What follows belongs to an exercise in optimizing a design on an open flow for small area, a short achievable clock period and few clock cycles per item; a production flow would make more cautious choices.
Function was checked by simulation only, so behaviour that the tests miss may differ from the original.
Power and IR drop assume default switching activity.

File: design/flow/config.mk
export PLATFORM = sky130hd
export DESIGN_NAME = comp_mult_top
export DESIGN_NICKNAME = comp_mult_top
export VERILOG_FILES = /design/flow/design.v
export SDC_FILE = /design/flow/constraint.sdc
export NUM_CORES = 4
export LEC_CHECK = 0
export ABC_AREA = 1
export CAP_MARGIN = 20
export CORE_MARGIN = 2
export CORE_UTILIZATION = 40
export SLEW_MARGIN = 20
File: design/flow/constraint.sdc
create_clock -name core_clock -period 10.0 [get_ports {clk}]
set_input_delay 2.0000 -clock core_clock [delete_from_list [all_inputs] [get_ports {clk}]]
set_output_delay 2.0000 -clock core_clock [all_outputs]
set_load 0.01 [all_outputs]
File: design/flow/design.v
module comp_mult_top #(
parameter NO_MULT   = 4     ,  
parameter APB_BADDR = 0     ,  
parameter SYS_AW    = 16    ,  
parameter REG_DW    = 16       
)(
input                    clk         ,
input                    rst_n       ,
input      [ SYS_AW-1:0] apb_paddr   ,
input                    apb_psel    ,
input                    apb_penable ,
input                    apb_pwrite  ,
input      [REG_DW -1:0] apb_pwdata  ,
output                   apb_pready  ,
output reg [REG_DW -1:0] apb_prdata  ,
output reg               apb_pslverr ,
output reg               mem_ce      ,
output reg               mem_we      ,
output reg [SYS_AW -1:0] mem_addr    ,
output reg [     8 -1:0] mem_wr_data ,
input      [     8 -1:0] mem_rd_data
);
assign apb_pready = 1'b1;
wire acc   = apb_psel & apb_penable;
wire wr    = acc &  apb_pwrite;
wire rd    = acc & ~apb_pwrite;
wire a0 = (apb_paddr == APB_BADDR + 0);
wire a1 = (apb_paddr == APB_BADDR + 1);
wire a2 = (apb_paddr == APB_BADDR + 2);
wire a3 = (apb_paddr == APB_BADDR + 3);
wire a4 = (apb_paddr == APB_BADDR + 4);
wire a5 = (apb_paddr == APB_BADDR + 5);
wire a6 = (apb_paddr == APB_BADDR + 6);
wire wr_op1 = wr & a0;
wire wr_op2 = wr & a1;
wire wr_res = wr & a2;
wire wr_nop = wr & a3;
wire wr_cfg = wr & a4;
wire wr_sts = wr & a5;
wire rd_sts = rd & a5;
wire rd_st6 = rd & a6;
wire valid  = (wr & (a0 | a1 | a2 | a3 | a4 | a5)) | rd_sts | rd_st6;
reg  [15:0] op1_ptr, op2_ptr, res_ptr;    
reg  [15:0] no_op;
reg         cfg0, cfg1;                   
reg  [15:0] sts_stop;
reg  [ 4:0] jc;                           
reg         rv;                           
reg         cv;                           
reg         wv2;                          
reg  [15:0] cnt;                          
wire busy = rv | cv | wv2;
wire ph0 = ~jc[4] & ~jc[0];
wire ph1 =  jc[0] & ~jc[1];
wire ph2 =  jc[1] & ~jc[2];
wire ph3 =  jc[2] & ~jc[3];
wire ph4 =  jc[3] & ~jc[4];
wire ph5 =  jc[4] &  jc[0];
wire ph6 = ~jc[0] &  jc[1];
wire ph7 = ~jc[1] &  jc[2];
wire ph8 = ~jc[2] &  jc[3];
wire ph9 = ~jc[3] &  jc[4];
wire start_req = cfg0 & ~cfg1 & (no_op != 16'd0);
wire start_go  = start_req & ~busy;
wire finish    = busy & ph1 & ~rv & ~cv;
always @(posedge clk or negedge rst_n)
if (~rst_n)        apb_pslverr <= 1'b0;
else               apb_pslverr <= acc & ~valid;
wire [15:0] addr_inc = mem_addr + 16'd1;
wire reg_op1 = ph2 | ph3;
wire reg_op2 = ph4 | ph7;
wire reg_res = ~(reg_op1 | reg_op2);
always @(posedge clk or negedge rst_n)
if (~rst_n)                  op1_ptr <= 16'd0;
else if (wr_op1)             op1_ptr <= apb_pwdata;
else if (mem_ce & reg_op1)   op1_ptr <= addr_inc;
always @(posedge clk or negedge rst_n)
if (~rst_n)                  op2_ptr <= 16'd0;
else if (wr_op2)             op2_ptr <= apb_pwdata;
else if (mem_ce & reg_op2)   op2_ptr <= addr_inc;
always @(posedge clk or negedge rst_n)
if (~rst_n)                  res_ptr <= 16'd0;
else if (wr_res)             res_ptr <= apb_pwdata;
else if (mem_ce & reg_res)   res_ptr <= addr_inc;
always @(posedge clk or negedge rst_n)
if (~rst_n)                  no_op <= 16'd0;
else if (wr_nop)             no_op <= apb_pwdata;
always @(posedge clk or negedge rst_n)
if (~rst_n)                  begin cfg0 <= 1'b0; cfg1 <= 1'b0; end
else if (start_req)          begin cfg0 <= 1'b0; cfg1 <= 1'b0; end
else if (wr_cfg)             begin cfg0 <= apb_pwdata[0]; cfg1 <= apb_pwdata[1]; end
always @(posedge clk or negedge rst_n)
if (~rst_n)                  sts_stop <= 16'd0;
else if (wr_sts)             sts_stop <= apb_pwdata;
else if (finish)             sts_stop <= 16'd1;
always @(posedge clk or negedge rst_n)
if (~rst_n)                  apb_prdata <= 16'd0;
else if (rd_sts)             apb_prdata <= sts_stop;
else if (rd_st6)             apb_prdata <= {15'd0, busy};
always @(posedge clk or negedge rst_n)
if (~rst_n)                  jc <= 5'b00000;
else if (start_go)           jc <= 5'b00011;                  
else                         jc <= {jc[3:0], ~jc[4]};
always @(posedge clk or negedge rst_n)
if (~rst_n)                  begin rv <= 1'b0; cv <= 1'b0; wv2 <= 1'b0; end
else if (start_go)           begin rv <= 1'b1; cv <= 1'b0; wv2 <= 1'b0; end
else if (finish)             wv2 <= 1'b0;
else if (ph9) begin
                             rv  <= rv & (cnt != no_op);
                             cv  <= rv;
                             wv2 <= cv;
end
always @(posedge clk)
if (start_go)                cnt <= 16'd1;
else if (ph9)                cnt <= cnt + 16'd1;
wire nx_rd = ph1 | ph2 | ph3 | ph6;                           
wire nx_wc = ph4 | ph5 | ph7 | ph8;                           
always @(posedge clk or negedge rst_n)
if (~rst_n)                  begin mem_ce <= 1'b0; mem_we <= 1'b0; end
else if (start_go)           begin mem_ce <= 1'b1; mem_we <= 1'b0; end
else begin
    mem_ce <= (nx_rd & rv) | (nx_wc & cv) | (ph9 & cv) | (ph0 & wv2);
    mem_we <= ~nx_rd;
end
always @(posedge clk)
if (start_go | ph1 )         mem_addr <= op1_ptr;
else if (ph3 | ph6)          mem_addr <= op2_ptr;
else if (ph4 | ph7)          mem_addr <= res_ptr;
else                         mem_addr <= addr_inc;
reg  [7:0] x1, y1;            
reg  [7:0] qa, qb;            
reg        pa, pb;            
reg  [8:0] ra, rb;            
wire step  = cv & (ph0 | ph1 | ph2 | ph3);
wire first = ph0;
wire nx_ = qa[1];
wire ox_ = qa[0] ^ pa;
wire tx_ = (qa[1] & ~qa[0] & ~pa) | (~qa[1] & qa[0] & pa);
wire ny_ = qb[1];
wire oy_ = qb[0] ^ pb;
wire ty_ = (qb[1] & ~qb[0] & ~pb) | (~qb[1] & qb[0] & pb);
function [10:0] mag;
    input [7:0] m;
    input       one, two;
    mag = two ? {{2{m[7]}}, m, 1'b0} : (one ? {{3{m[7]}}, m} : 11'd0);
endfunction
wire [10:0] ma1 = mag(x1, ox_, tx_);
wire [10:0] ma2 = mag(y1, oy_, ty_);
wire [10:0] mb1 = mag(x1, oy_, ty_);
wire [10:0] mb2 = mag(y1, ox_, tx_);
wire        na1 =  nx_;
wire        na2 = ~ny_;
wire        nb1 =  ny_;
wire        nb2 =  nx_;
wire [10:0] ra1 = ma1 ^ {11{na1}};
wire [10:0] ra2 = ma2 ^ {11{na2}};
wire [10:0] rb1 = mb1 ^ {11{nb1}};
wire [10:0] rb2 = mb2 ^ {11{nb2}};
wire [10:0] acc_a = first ? 11'd0 : {{2{ra[8]}}, ra};
wire [10:0] acc_b = first ? 11'd0 : {{2{rb[8]}}, rb};
wire [10:0] sa_s = acc_a ^ ra1 ^ ra2;
wire [10:0] sa_c = (acc_a & ra1) | (acc_a & ra2) | (ra1 & ra2);
wire [10:0] sb_s = acc_b ^ rb1 ^ rb2;
wire [10:0] sb_c = (acc_b & rb1) | (acc_b & rb2) | (rb1 & rb2);
wire [10:0] suma = sa_s + {sa_c[9:0], na1} + {10'd0, na2};
wire [10:0] sumb = sb_s + {sb_c[9:0], nb1} + {10'd0, nb2};
always @(posedge clk) begin
    if (ph3 & rv)            x1 <= mem_rd_data;
    if (ph4 & rv)            y1 <= mem_rd_data;
    if (ph5 & rv)            begin qa <= mem_rd_data; pa <= 1'b0; end
    else if (step)           begin qa <= {suma[1:0], qa[7:2]}; pa <= qa[1]; end
    if (ph8 & rv)            begin qb <= mem_rd_data; pb <= 1'b0; end
    else if (step)           begin qb <= {sumb[1:0], qb[7:2]}; pb <= qb[1]; end
    if (step)                begin ra <= suma[10:2]; rb <= sumb[10:2]; end
end
always @(posedge clk)
if (ph4)                     mem_wr_data <= qa;                                    
else if (ph5)                mem_wr_data <= ra[7:0];                               
else if (ph7 | ph0)          mem_wr_data <= {6'd0, mem_wr_data[7], mem_wr_data[7]};  
else if (ph8)                mem_wr_data <= qb;                                    
else if (ph9)                mem_wr_data <= rb[7:0];                               
endmodule  
File: design/flow/run.sh
#!/bin/bash
# synth_recipe.tcl (not shown) runs the flow's synth.tcl, then flattens the netlist and writes it again
# the make line also repeats each setting of config.mk as NAME=value (left out here)
make -C /OpenROAD-flow-scripts/flow DESIGN_CONFIG=/design/flow/config.mk WORK_HOME=/design/flow/orfs CLKGATE_MAP_FILE= SYNTH_SCRIPT=/design/flow/synth_recipe.tcl finish
==> summary.txt, run 1 <==
status complete, no violations; WL final 32310 um; dpl cells 1924; Worst setup EP type flip-flop; Top FF cell, synth dfrtp_1; wire per inst between 15 and 20 um; utilization after layout 0.4727; Gates resized, CTS repair 0; fin nets 1654; Starting Density 0.4076; vias in the first global route between 9000 and 10000; setup bufs post-CTS 0; Overflow after GRT 0; Tightest Pin Transition 1037 ps; row count a little over 60; P_int about 0.0013 W; TritonRoute pass-1 iters 6; Async SR Flop Fraction 0.5423; PortBufs 87; pin count of the biggest net entering global routing 65; # setup viols final 0; Mapped Nets about 1600; Top delay family on crit path compound AO/OA/AOI/OAI gates; post-synthesis sequential area ratio 0.4390; RSZ-0062 raised after global routing false; H-tree levels 1; clock buffer count from CTS 24; PD cells roughly 130 nW/um2; clock root cell clkbuf_16; fraction of layout cells with a size suffix above 1 0.06498; Post-Syn Area ~12000 um2; Placeable Area 28780 um2; Post-Synthesis Cells roughly 1500; Net Sw Frac 0.2213; HP Start op1_ptr[6]; first-pass GRT wire length 51320 um; most frequent cells in the layout nand2_1 (460), inv_1 (185), nor2_1 (124); Setup crit start kind flip-flop; CP Data Required Time 10270 ps; Routability Congestion ~0.89; worst vdd ir 96.39 uV; Combinational Power Share 0.027; critical path type reg -> reg; CP Data Arrival Time 4300 ps; most common cell after layout, fill and taps aside nand2_1; Min Hold Slack roughly 470 ps; initial antenna violation count 2; die footprint 30710 um2; clock share of power 0.481; slew margin rel. 0.3044; All-Layer GR Usage 0.2093; Worst-Skew Late Latency about 520 ps; Synth warnings 1; Via density roughly 5.1; Post-synth EDFFs 58; CP Cell Sequence o21ai_1, o22ai_1, xor2_1, fa_1, inv_1, ha_1, a21oi_1, o21ai_0, a21oi_1, o21ai_0, nand2_1, nand2_1; Hold Crit Class reg -> reg; number of clock sinks 201; CP max FO 14; Die Y-Extent 175.3 um; I/O pins around 90; Hold Buf Count CTS 0; CTS tree done; P_leak approximately 6.4 nW; number of synthesized register bits 201; Final Cycle Share 0.4034; DR vias ~10000; Final Max Slew Viols 0; ANT nets after route 0; Max Fclk 247.9 MHz; setup TNS 0 ps; clock-pin slew on the worst setup and hold paths approximately 60 ps; Tmin final between 4000 and 5000 ps; worst path bufs/invs 1; worst reg2reg startpoint qb[1]; switching power approximately 0.00038 W; Crit path largest cell delay 910 ps; 1st-iter DRT viols ~920; fin cells 1970; synth unique cells 45; Synth-to-Final Area Change 15.98%; max_cap viols 0; # fillers about 2900; HPWL after DPL between 20000 and 25000 um; Die Wd 175.3 um; Worst setup startpoint qb[1]; Hold Fails Final Rpt 0; clock skew between 9 and 10 ps; Remaining DRCs 0; sequential share of power 0.491; CP max-delay cell o21ai_1; syn avg cell area 7.858 um2; clock buffer depth 3
[metal layers]
metal	wire [um]	vias to the layer above	track usage
li1	-	4940	-
met1	14820	4778	0.2917
met2	15080	280	0.3440
met3	1823	53	0.03290
met4	567	2	0.04722
met5	17	-	0
[worst paths after layout]
path,endpoint,slack [ps],cells past startpoint
worst max-delay path,rb[6],5970,12
worst min-delay path,mem_addr[6],470,2
worst max register to register,rb[6],5970,12
worst min register to register,mem_addr[6],470,2
max in group asynchronous,apb_prdata[10],7230,2
min in group asynchronous,res_ptr[10],1500,1
[area by class of cell]
type | instances | area [um2] | area share
multi-input combinational | 1045 | 5570 | 0.4094
sequential | 201 | 5150 | 0.3785
timing repair buffer | 91 | 902.1 | 0.06631
inverter | 204 | 765.7 | 0.05628
clock buffer | 36 | 686.9 | 0.05049
tap | 384 | 480.5 | 0.03531
clock inverter | 8 | 47.55 | 0.003495
antenna | 1 | 2.502 | 0.0001839
[per-stage QoR]
step                area, um2  total power, W  setup slack, ps
floorplan               11730       0.0008655             6486
global placement        12860       0.0009039             5785
detailed placement      12860       0.0009041             5709
CTS                     13590        0.001729             6007
global route            13600        0.001770             5760
finish                  13610        0.001712             5966
[worst register-to-register path: cells and delay by family, from the launching register on]
family,cells,cell delay (ps)
fa+ha+maj,2,890
flops,1,640
buf+inv,1,50
xor+xnor,1,220
compound gates,6,1870
simple gates,2,120
[registers in the layout, indices dropped and copies added, names as in the netlist, 5 cells and up]
register	flops
qb	8
x1	8
no_op	16
rb	9
mem_addr	16
op2_ptr	16
apb_prdata	16
qa	8
ra	9
jc	5
mem_wr_data	8
cnt	16
y1	8
res_ptr	16
sts_stop	16
op1_ptr	16
[cell usage after synthesis (2+ instances only)]
| cell | instances | share of area |
|---|---|---|
| nand2_1 | 460 | 0.15 |
| inv_1 | 185 | 0.059 |
| nor2_1 | 124 | 0.040 |
| dfrtp_1 | 109 | 0.23 |
| o21ai_0 | 75 | 0.032 |
| edfxtp_1 | 58 | 0.15 |
| nand3_1 | 55 | 0.023 |
| xor2_1 | 49 | 0.037 |
| o22ai_1 | 44 | 0.023 |
| dfxtp_1 | 34 | 0.058 |
| o211ai_1 | 33 | 0.021 |
| a21oi_1 | 26 | 0.011 |
| nand2_2 | 23 | 0.012 |
| fa_1 | 22 | 0.038 |
| ha_1 | 20 | 0.021 |
| o21ai_1 | 20 | 0.0085 |
| buf_2 | 19 | 0.0081 |
| xnor2_1 | 19 | 0.014 |
| inv_2 | 18 | 0.0058 |
| nand4_1 | 15 | 0.0080 |
| a31oi_1 | 11 | 0.0059 |
| clkbuf_1 | 10 | 0.0032 |
| nor2_2 | 8 | 0.0043 |
| nor3_1 | 8 | 0.0034 |
| buf_4 | 7 | 0.0045 |
| nand3_2 | 6 | 0.0051 |
| o21bai_1 | 4 | 0.0026 |
| a21o_1 | 3 | 0.0019 |
| buf_1 | 3 | 0.00096 |
| buf_6 | 3 | 0.0029 |
| nor2_4 | 3 | 0.0029 |
| o2111ai_1 | 3 | 0.0022 |
| a21boi_0 | 2 | 0.0013 |
| nor3_2 | 2 | 0.0017 |
| or2_2 | 2 | 0.0011 |
[cells by family after synthesis]
family,synth area share
fa+ha+maj,0.05887
compound gates,0.1115
other cells,0.0003197
buf+inv,0.08618
xor+xnor,0.05077
simple gates,0.2534
flops,0.4390
[power by group through the flow]
| stage | Combinational [W] | Sequential [W] | Clock [W] |
|---|---|---|---|
| after floorplan | 0.00000782 | 0.000858 | 0 |
| after detailed placement | 0.0000467 | 0.000857 | 0 |
| after global placement | 0.0000465 | 0.000857 | 0 |
| final | 0.0000465 | 0.000841 | 0.000824 |
| after CTS | 0.0000468 | 0.000841 | 0.000841 |
| after global routing | 0.0000502 | 0.000841 | 0.000879 |
Testbench counts, summed over its fixed seeds: cycles 14,058, items 1,337.
==> run 2, diff against run 1 <==
--- a/design/flow/config.mk
+++ b/design/flow/config.mk
@@ -5,7 +5,6 @@
 export SDC_FILE = /design/flow/constraint.sdc
 export NUM_CORES = 4
 export LEC_CHECK = 0
-export ABC_AREA = 1
 export CAP_MARGIN = 20
 export CORE_MARGIN = 2
 export CORE_UTILIZATION = 40
==> run 2 against run 1 <==
Against the previous run:
- via count down 1.9%
- combinational power is 7.1% lower
- die area rose by 2.5%
- still clean on timing, DRC and antenna
- highest routed layer is now met4
- critical path type unchanged
- final cell count decreased by 9.7%
- hold slack gained 8.4 ps
- first-iteration DRC count fell by 25%
- global-route usage rose by 0.27 points
- synthesized cell count shrank 10%
- sequential power barely moved
- count of clock-buffer cells in the layout shrank 3
==> summary.txt, run 2 <==
P_leak 5.428 nW (-15%); setup bufs post-CTS 0 (unchanged); Routability Congestion 0.8200 (-7.8%); post-synthesis sequential area ratio 0.4281 (-0.01091); initial antenna violation count 0 (-2); synth unique cells 68 (+51%); Placeable Area 29640 um2 (+3.0%); # fillers 2851 (-0.45%); I/O pins 89 (unchanged); leading area contributor after synthesis dfrtp_1; Worst setup EP type flip-flop; clock root cell clkbuf_16; clock buffer count from CTS 25 (+4.2%); WL final 32700 um (+1.2%); wire per inst 18.39 um (+12%); CTS tree done; Top FF cell, synth dfrtp_1; HPWL after DPL 22820 um (-3.9%); Synth top area share 0.2267 (-0.005779); Post-Synthesis Cells 1337 (-10%); Post-Syn Area 12030 um2 (+2.5%); clock buffer depth 3 (unchanged); Worst setup startpoint qb[0]; Post-synth EDFFs 58 (unchanged); Synth area leaders dfrtp_1 (23%), edfxtp_1 (14%), nand2_1 (6.8%); worst reg2reg path depth 14 (+2); Mapped Nets 1424 (-9.9%); Hold Crit Class reg -> reg; H-tree levels 1 (unchanged); Max Fclk 218.8 MHz (-12%); DR vias 9859 (-1.9%); Gates resized, CTS repair 0 (unchanged); Hold Path Stages 2 (unchanged); most frequent cells in the layout nand2_1 (218), dfrtp_1 (109), nor2_1 (103); setup TNS 0 ps (unchanged); fraction of layout cells with a size suffix above 1 0.06916 (+0.004180); status complete, no violations; RSZ-0062 raised after global routing false; Finished Cell Area 13890 um2 (+2.1%); Worst-Skew Late Latency 530 ps (about the same); worst reg2reg startpoint qb[0]; Tightest Pin Transition 1031 ps (-5.386 ps); CP Data Required Time 10370 ps (+100 ps); commonest cells in the netlist nand2_1 (218), dfrtp_1 (109), nor2_1 (103); clock skew 9.911 ps (+0.5494 ps); die footprint 31480 um2 (+2.5%); Via density 5.545 (+8.7%); Multi-input gate area 6297 um2 (+13%); HP Start op1_ptr[14]; CP Data Arrival Time 4940 ps (+640 ps); RR Endpoint rb[7]; Min Hold Slack 477.1 ps (+8.370 ps); PortBufs 87 (unchanged); PD cells 125.2 nW/um2 (-0.49%); Setup crit start kind flip-flop; number of synthesized register bits 201 (unchanged); 1st-iter DRT viols 693 (-25%); most common cell after layout, fill and taps aside nand2_1; vias in the first global route 9316 (-1.4%); slew margin rel. 0.3100 (+0.005688); ant diodes 0 (-1); TritonRoute pass-1 iters 5 (-1); syn avg cell area 8.998 um2 (+15%); Synth warnings 1 (unchanged); Hold Crit Endpoint mem_addr[14]; pin count of the biggest net entering global routing 59 (-9.2%); FF+latch area 5150 um2 (unchanged); count leader, synth nand2_1; worst vdd ir 132.0 uV (+37%); fin cells 1778 (-9.7%); Async SR Flop Fraction 0.5423 (unchanged); Hold Buf Count CTS 0 (unchanged); max_cap viols 0 (unchanged); Reg2Reg Setup Slack 5430 ps (-540 ps); Remaining DRCs 0 (unchanged); Final Max Slew Viols 0 (unchanged); Die Wd 177.4 um (+1.2%); clock-pin slew on the worst setup and hold paths 60 ps (about the same); Hold Fails Final Rpt 0 (unchanged); dpl cells 1732 (-10%); CP max FO 32 (+18); # setup viols final 0 (unchanged); ANT nets after route 0 (unchanged); All-Layer GR Usage 0.2120 (+0.002694); Final Cycle Share 0.4571 (+0.05373); number of clock sinks 201 (unchanged); Synth-to-Final Area Change 15.49%; fin nets 1456 (-12%); row count 63 (+1.6%); Die Y-Extent 177.4 um (+1.2%); Overflow after GRT 0 (unchanged); placed inst area 13110 um2 (+1.9%); first-pass GRT wire length 52610 um (+2.5%); Tmin final 4571 ps (+537.3 ps); Starting Density 0.4059 (-0.001715); critical path type reg -> reg
## run 2: report_power, final
group / leakage, nW / total [W] / internal [W] / switching, W
clock: 0.389 / 0.000855 / 0.000502 / 0.000353
combinational: 2.99 / 0.0000432 / 0.0000177 / 0.0000254
sequential: 2.05 / 0.000842 / 0.000842 / 0.000000252
## run 2: worst max path at each step
stage                        end  slack [ps]  cells after the start
detailed placement   sts_stop[9]        5280                      6
global route               rb[7]        5020                     14
floorplan                  rb[8]        6180                     14
global placement    sts_stop[12]        5290                      6
CTS                        rb[7]        5460                     14
finish                     rb[7]        5430                     14
## run 2: cells by family after synthesis
| kind of cell | count (synthesis) | synth area share |
|---|---|---|
| muxes | 41 | 0.03713 |
| DFF | 201 | 0.4281 |
| other | 1 | 0.0003117 |
| xor gates and xnor gates | 67 | 0.04878 |
| adders and majority gates | 70 | 0.08071 |
| and+or+nand+nor | 463 | 0.1734 |
| buffers and inverters | 149 | 0.04982 |
| AOI/OAI and AO/OA | 345 | 0.1818 |
## run 2: cell type report
type,count,area share
inverter,53,0.01432
timing repair buffer,101,0.07006
multi-input combinational,987,0.4533
tap,390,0.03512
sequential,201,0.3707
clock inverter,13,0.004953
clock buffer,33,0.05160
## run 2: metal layers
layer,up-vias,share of wire,track usage
li1,4783,-,-
met1,4765,0.49,0.3269
met2,278,0.43,0.3102
met3,33,0.062,0.03449
met4,0,0.019,0.04542
met5,-,0,0
## run 2: metrics by stage
stage          setup WS, ps  total power, W  utilization
4_1_cts                5458        0.001761       0.4688
3_5_place_dp           5279       0.0009015       0.4422
2_1_floorplan          6182       0.0008619            -
6_report               5429        0.001740       0.4688
3_3_place_gp           5294       0.0009014       0.4422
5_1_grt                5024        0.001798       0.4688
## run 2: worst max-delay path, stage by stage, from the launching register on
cell and delay, ps:
edfxtp_1 320, buf_4 320, inv_1 330, nor2_1 840
a221oi_1 170, o22ai_1 270, fa_1 510, inv_1 80
ha_1 220, nor2b_1 140, o2111ai_1 170, nand3_1 120
or4_1 450, a2111o_1 380, o211ai_1 90
==> run 3, diff against run 2 <==
--- a/design/flow/config.mk
+++ b/design/flow/config.mk
@@ -5,6 +5,7 @@
 export SDC_FILE = /design/flow/constraint.sdc
 export NUM_CORES = 4
 export LEC_CHECK = 0
+export ABC_CLOCK_PERIOD_IN_PS = 3000
 export CAP_MARGIN = 20
 export CORE_MARGIN = 2
 export CORE_UTILIZATION = 40
==> run 3 against run 2 <==
Against the previous run:
- die area unchanged
- global-route usage unchanged
- combinational power hardly changed
- critical path depth did not move
- non-clock buffer count unchanged
- first-iteration DRC count unchanged
- largest cell class unchanged
- largest power group unchanged
- highest routed layer unchanged
==> summary.txt, run 3 <==
Tmin final 4571 ps (unchanged); DR vias 9859 (unchanged); clock skew 9.911 ps (unchanged); Top FF cell, synth dfrtp_1; I/O pins 89 (unchanged); PortBufs 87 (unchanged); syn avg cell area 8.998 um2 (unchanged); Gates resized, CTS repair 0 (unchanged); Hold Buf Count CTS 0 (unchanged); fraction of layout cells with a size suffix above 1 0.06916 (unchanged); Routability Congestion 0.8200 (unchanged); status complete, no violations; pin count of the biggest net entering global routing 59 (unchanged); Post-Synthesis Cells 1337 (unchanged); clock buffer depth 3 (unchanged); Setup crit start kind flip-flop; ANT nets after route 0 (unchanged); Via density 5.545 (unchanged); post-synthesis sequential area ratio 0.4281 (unchanged); vias in the first global route 9316 (unchanged); Worst setup EP type flip-flop; CP Cell Sequence buf_4, inv_1, nor2_1, a221oi_1, o22ai_1, fa_1, inv_1, ha_1, nor2b_1, o2111ai_1, nand3_1, or4_1, a2111o_1, o211ai_1; Worst-Skew Late Latency 530 ps (about the same); CP Data Required Time 10370 ps (about the same); # setup viols final 0 (unchanged); Async SR Flop Fraction 0.5423 (unchanged); leading area contributor after synthesis dfrtp_1; commonest cells in the netlist nand2_1 (218), dfrtp_1 (109), nor2_1 (103); critical path type reg -> reg; Tightest Pin Transition 1031 ps (unchanged); clock-pin slew on the worst setup and hold paths 60 ps (about the same); row count 63 (unchanged); PD cells 125.2 nW/um2 (unchanged); slew margin rel. 0.3100 (unchanged); setup bufs post-CTS 0 (unchanged); Final Max Slew Viols 0 (unchanged); CTS tree done; metal3 WL 2018 um (unchanged); Post-Syn Area 12030 um2 (unchanged); Final Cycle Share 0.4571 (unchanged); TritonRoute pass-1 iters 5 (unchanged); initial antenna violation count 0 (unchanged); Mapped Nets 1424 (unchanged); Hold Crit Class reg -> reg; clock root cell clkbuf_16; utilization after layout 0.4688 (unchanged); Post-synth EDFFs 58 (unchanged); number of synthesized register bits 201 (unchanged); Starting Density 0.4059 (unchanged); CP max-delay cell nor2_1; WL final 32700 um (unchanged); setup TNS 0 ps (unchanged); synth unique cells 68 (unchanged); RSZ-0062 raised after global routing false; Die Y-Extent 177.4 um (unchanged); fin nets 1456 (unchanged); Max Fclk 218.8 MHz (unchanged); CP most frequent cell inv_1; Placeable Area 29640 um2 (unchanged); Min Hold Slack 477.1 ps (unchanged); Die Wd 177.4 um (unchanged); clock buffer count from CTS 25 (unchanged); CP Data Arrival Time 4940 ps (about the same); Final Power 0.001740 W (unchanged); Synth area leaders dfrtp_1 (23%), edfxtp_1 (14%), nand2_1 (6.8%); max layer used met4; P_leak 5.428 nW (unchanged); Hold Fails Final Rpt 0 (unchanged); CP max FO 32 (unchanged); wire per inst 18.39 um (unchanged); Crit path largest cell delay 840 ps (about the same); most frequent cells in the layout nand2_1 (218), dfrtp_1 (109), nor2_1 (103); met2 routed WL 14130 um (unchanged); Remaining DRCs 0 (unchanged); Hold Path Stages 2 (unchanged); H-tree levels 1 (unchanged); Synth top area share 0.2267 (unchanged); All-Layer GR Usage 0.2120 (unchanged); max_cap viols 0 (unchanged); Synth warnings 1 (unchanged); first-pass GRT wire length 52610 um (unchanged); worst vdd ir 132.0 uV (unchanged); Overflow after GRT 0 (unchanged); HPWL after DPL 22820 um (unchanged); 1st-iter DRT viols 693 (unchanged); Synth-to-Final Area Change 15.49% (unchanged); ant diodes 0 (unchanged); worst reg2reg path depth 14 (unchanged); die footprint 31480 um2 (unchanged); number of clock sinks 201 (unchanged); count leader, synth nand2_1; most common cell after layout, fill and taps aside nand2_1; DRT met1 WL 15920 um (unchanged)
-- run 3: cell counts after synthesis --
No cell type changed its count.
-- run 3: metrics by stage --
| step | cells | area, um2 | setup slack, ps |
|---|---|---|---|
| 2_1_floorplan | 1337 | 12030 | 6182 |
| 6_report | 1778 | 13890 | 5429 |
| 4_1_cts | 1778 | 13890 | 5458 |
| 5_1_grt | 1778 | 13890 | 5024 |
| 3_5_place_dp | 1732 | 13110 | 5279 |
| 3_3_place_gp | 1732 | 13110 | 5294 |
-- run 3: layout make-up --
class / count / area, um2
inverter: 53 / 198.9
clock buffer: 33 / 716.9
tap: 390 / 488.0
timing repair buffer: 101 / 973.4
fill: 2851 / 15750
sequential: 201 / 5150
clock inverter: 13 / 68.82
multi-input combinational: 987 / 6297
-- run 3: where the power goes --
part           internal (W)  switching, W  total (W)
Clock              0.000502      0.000353   0.000855
Combinational     0.0000177     0.0000254  0.0000432
Sequential         0.000842   0.000000252   0.000842
Total               0.00136      0.000378    0.00174
-- run 3: path summary, 6_finish.rpt --
kind                                   from             to  slack, ps
worst max register to register        qb[0]          rb[7]       5430
worst min-delay path            op1_ptr[14]   mem_addr[14]        480
worst max-delay path                  qb[0]          rb[7]       5430
max in group asynchronous             rst_n     res_ptr[2]       7230
worst min register to register  op1_ptr[14]   mem_addr[14]        480
min in group asynchronous             rst_n  apb_prdata[7]       1500
-- run 3: critical path, delay by kind of cell (launching register included) --
family	cells	cell delay [ps]
AOI/OAI and AO/OA	5	1080
buffers and inverters	3	730
adders and majority gates	2	730
DFF	1	320
and+or+nand+nor	4	1550
-- run 3: layer usage --
layer	vias up	GRT usage
met5	-	0
met4	0	0.04542
met3	33	0.03449
met2	278	0.3102
met1	4765	0.3269
li1	4783	-
-- run 3: logic make-up after synthesis --
logic type	synth area share
compound gates	0.1818
xor+xnor	0.04878
fa+ha+maj	0.08071
buf+inv	0.04982
flops	0.4281
mux	0.03713
other cells	0.0003117
simple gates	0.1734

## re-timing with driven ports
How much do the figures lean on ideal ports? The routed layouts below were timed once more, with nothing changed but the port constraints.
Step 1 assumes that a clkbuf_16 drives the clock port and a buf_2 every other input.
Step 2 also shifts input and output timing later by t, the mid clock arrival at the registers, as if the neighbouring blocks saw the same clock.
Slacks: no drivers / after step 1 / after step 2; pairs: no drivers / after step 1.
| run | shift t [ns] | setup WS [ns] | worst register clock-pin slew, ns |
|---|---|---|---|
| run 1 | 0.569 | 5.966 / 5.966 / 5.944 | 0.06 / 0.06 |
| run 2 | 0.570 | 5.429 / 5.429 / 5.284 | 0.06 / 0.06 |
| run 3 | 0.570 | 5.429 / 5.429 / 5.284 | 0.06 / 0.06 |
After both steps every run listed still meets setup and hold.
